This is an optimization exercise on Yosys and OpenROAD, whose aim is small area, not a production implementation.
The RTL was checked by simulation tests, not by an equivalence proof against the original design.
Power and IR drop assume default switching activity.

## fir_filter
module fir_filter (
    input clk,     
    input rst,     
    input signed  [16-1 : 0] input_sig,
    input ready,
    output signed [16-1 : 0] filtred_sig
);
reg [128*16-1 : 0] ring;
reg [6:0] cnt;         
reg [6:0] kidx;        
reg [7:0] ph;          
reg pending;
reg signed [16-1 : 0] stage;
reg [12:0] ncoef;      
reg [27:0] acc;
reg c7, c14, c21;
reg [16-1 : 0] res;
reg res_l, res_c14, res_c21;
wire accept = !rst && ready && (cnt == 7'd127);
reg use_stage;         
wire [16-1 : 0] head = use_stage ? stage : ring[16-1 : 0];
wire clr = (ph == 8'd1);
wire [27:0] acc_sel = clr ? 28'd0 : acc;
wire csel7 = !clr && c7;
wire csel14 = !clr && c14;
wire csel21 = !clr && c21;
wire [6:0] kidx_n = rst ? 7'd1 : kidx + 7'd1 + {6'd0, accept};
wire pending_n = rst ? 1'b0 : accept ? 1'b1 : use_stage ? 1'b0 : pending;
wire [7:0] ph_n = rst ? 8'd129 : accept ? 8'd1 : (ph == 8'd129) ? ph : ph + 8'd1;
wire active_n = (ph_n != 8'd0) && (ph_n <= 8'd128);
wire [12:0] coef = ~ncoef;
wire [5:0] fidx_n = kidx_n[6] ? ~kidx_n[5:0] : kidx_n[5:0];
reg signed [12:0] fc;
always @(*) begin
    case (fidx_n)
    6'd0: fc = 13'sd1;
    6'd1: fc = 13'sd1;
    6'd2: fc = 13'sd1;
    6'd3: fc = 13'sd1;
    6'd4: fc = -13'sd1;
    6'd5: fc = -13'sd2;
    6'd6: fc = -13'sd4;
    6'd7: fc = -13'sd4;
    6'd8: fc = -13'sd2;
    6'd9: fc = 13'sd2;
    6'd10: fc = 13'sd6;
    6'd11: fc = 13'sd9;
    6'd12: fc = 13'sd8;
    6'd13: fc = 13'sd4;
    6'd14: fc = -13'sd4;
    6'd15: fc = -13'sd13;
    6'd16: fc = -13'sd18;
    6'd17: fc = -13'sd16;
    6'd18: fc = -13'sd7;
    6'd19: fc = 13'sd8;
    6'd20: fc = 13'sd23;
    6'd21: fc = 13'sd32;
    6'd22: fc = 13'sd29;
    6'd23: fc = 13'sd12;
    6'd24: fc = -13'sd14;
    6'd25: fc = -13'sd39;
    6'd26: fc = -13'sd54;
    6'd27: fc = -13'sd48;
    6'd28: fc = -13'sd20;
    6'd29: fc = 13'sd22;
    6'd30: fc = 13'sd63;
    6'd31: fc = 13'sd85;
    6'd32: fc = 13'sd75;
    6'd33: fc = 13'sd31;
    6'd34: fc = -13'sd34;
    6'd35: fc = -13'sd97;
    6'd36: fc = -13'sd131;
    6'd37: fc = -13'sd115;
    6'd38: fc = -13'sd48;
    6'd39: fc = 13'sd52;
    6'd40: fc = 13'sd147;
    6'd41: fc = 13'sd197;
    6'd42: fc = 13'sd173;
    6'd43: fc = 13'sd72;
    6'd44: fc = -13'sd78;
    6'd45: fc = -13'sd221;
    6'd46: fc = -13'sd298;
    6'd47: fc = -13'sd262;
    6'd48: fc = -13'sd109;
  ...
export LEC_CHECK = 0
export ABC_AREA = 1
export CAP_MARGIN = 20
export CORE_MARGIN = 2
export CORE_UTILIZATION = 55
export GPL_TIMING_DRIVEN = 0
export SLEW_MARGIN = 20
export SYNTH_HIERARCHICAL = 1
export SYNTH_MINIMUM_KEEP_SIZE = 0
create_clock -name core_clock -period 8.0 [get_ports {clk}]
standard.sh (not shown) runs the stock make flow with config.mk's settings and CLKGATE_MAP_FILE= SYNTH_SCRIPT=/design/flow/synth_recipe.tcl, a recipe that flattens the netlist after the stock synthesis.
==> flow/flow/run.sh <==
#!/bin/bash
set -e
cd "$(dirname "$0")/.."
cp standard.sh standard_sh_copy.txt
export CTS_ARGS="$(cat flow/cts_args.txt)"
export BUFFER_PORTS_ARGS="$(cat flow/buffer_ports_args.txt)"
{ echo "CTS_ARGS=$CTS_ARGS"; echo "BUFFER_PORTS_ARGS=$BUFFER_PORTS_ARGS"; } > flow_settings.log
export REMOVE_ABC_BUFFERS=1
echo "REMOVE_ABC_BUFFERS=1" >> flow_settings.log
export RECOVER_POWER=100
echo "RECOVER_POWER=100" >> flow_settings.log
bash standard.sh > standard.log 2>&1
==> flow/flow/buffer_ports_args.txt <==
-buffer_cell sky130_fd_sc_hd__buf_1
==> flow/flow/cts_args.txt <==
-sink_clustering_enable -repair_clock_nets -sink_buffer_max_cap_derate 1.0 -dont_use_dummy_load -buf_list sky130_fd_sc_hd__clkbuf_4 -sink_clustering_size 11 -sink_clustering_max_diameter 40
The baseline produced a layout that fails on capacitance limit, slew limit.
Next try:
--- a/flow/flow/run.sh
+++ b/flow/flow/run.sh
@@ -8,5 +8,3 @@
 export REMOVE_ABC_BUFFERS=1
 echo "REMOVE_ABC_BUFFERS=1" >> flow_settings.log
-export RECOVER_POWER=100
-echo "RECOVER_POWER=100" >> flow_settings.log
 bash standard.sh > standard.log 2>&1
==> flow/flow/cts_args.txt (replaced) <==
-sink_clustering_enable -repair_clock_nets -sink_buffer_max_cap_derate 1.0 -dont_use_dummy_load -buf_list sky130_fd_sc_hd__clkbuf_4 -sink_clustering_size 12 -sink_clustering_max_diameter 40
--- a/flow/config.mk
+++ b/flow/config.mk
@@ -9,5 +9,5 @@
 export CAP_MARGIN = 20
 export CORE_MARGIN = 2
-export CORE_UTILIZATION = 55
+export CORE_UTILIZATION = 40
 export GPL_TIMING_DRIVEN = 0
 export SLEW_MARGIN = 20
What happened:
- The new run ran to the end with no violations
- non-clock buffer count goes up by 5
- worst setup slack gains 0.12 ns
- first-iteration DRC count went up by 58%
- synthesized cell count does not change
Next try:
==> flow/flow/run.sh (replaced) <==
#!/bin/bash
set -e
cd "$(dirname "$0")/.."
cp standard.sh standard_sh_copy.txt
export CTS_ARGS="$(cat flow/cts_args.txt)"
export BUFFER_PORTS_ARGS="$(cat flow/buffer_ports_args.txt)"
{ echo "CTS_ARGS=$CTS_ARGS"; echo "BUFFER_PORTS_ARGS=$BUFFER_PORTS_ARGS"; } > flow_settings.log
bash standard.sh > standard.log 2>&1
After rerunning:
- via count rises slightly
- worst hold slack improves by 0.017 ns
- power barely changes
- maximum frequency falls by a few percent
- setup slack degrades by 0.19 ns
- clock power rises slightly
- clock-buffer cell count rises by 7
- area after synthesis stays the same
- sequential share of layout area falls by 0.11 points

==> re-timing with driven ports <==
In the flow no input, the clock included, has a driving cell. The finished layouts below were timed again as built, in two steps. Step 1 (the two cells are an assumption about what drives the block):
set clk [get_ports {clk}]
set_driving_cell -lib_cell sky130_fd_sc_hd__clkbuf_16 $clk
set_driving_cell -lib_cell sky130_fd_sc_hd__buf_2 [delete_from_list [all_inputs] $clk]
Step 2 adds t to the input delays and takes it off the output delays; t is the mean of the earliest and latest rising clock arrival at the registers after step 1. Input paths then give back, and output paths get back, about the clock's delay inside the block. Slacks: ideal / step 1 / step 2; pairs: ideal / step 1.
run	shift t [ns]	setup slack, ns	latest minus earliest clock arrival (ns)
the first run	1.082	0.347 / 0.347 / 0.347	0.144 / 0.144
the second run	1.118	0.471 / 0.471 / 0.471	0.148 / 0.148
the third run	1.175	0.285 / 0.285 / 0.285	0.131 / 0.131
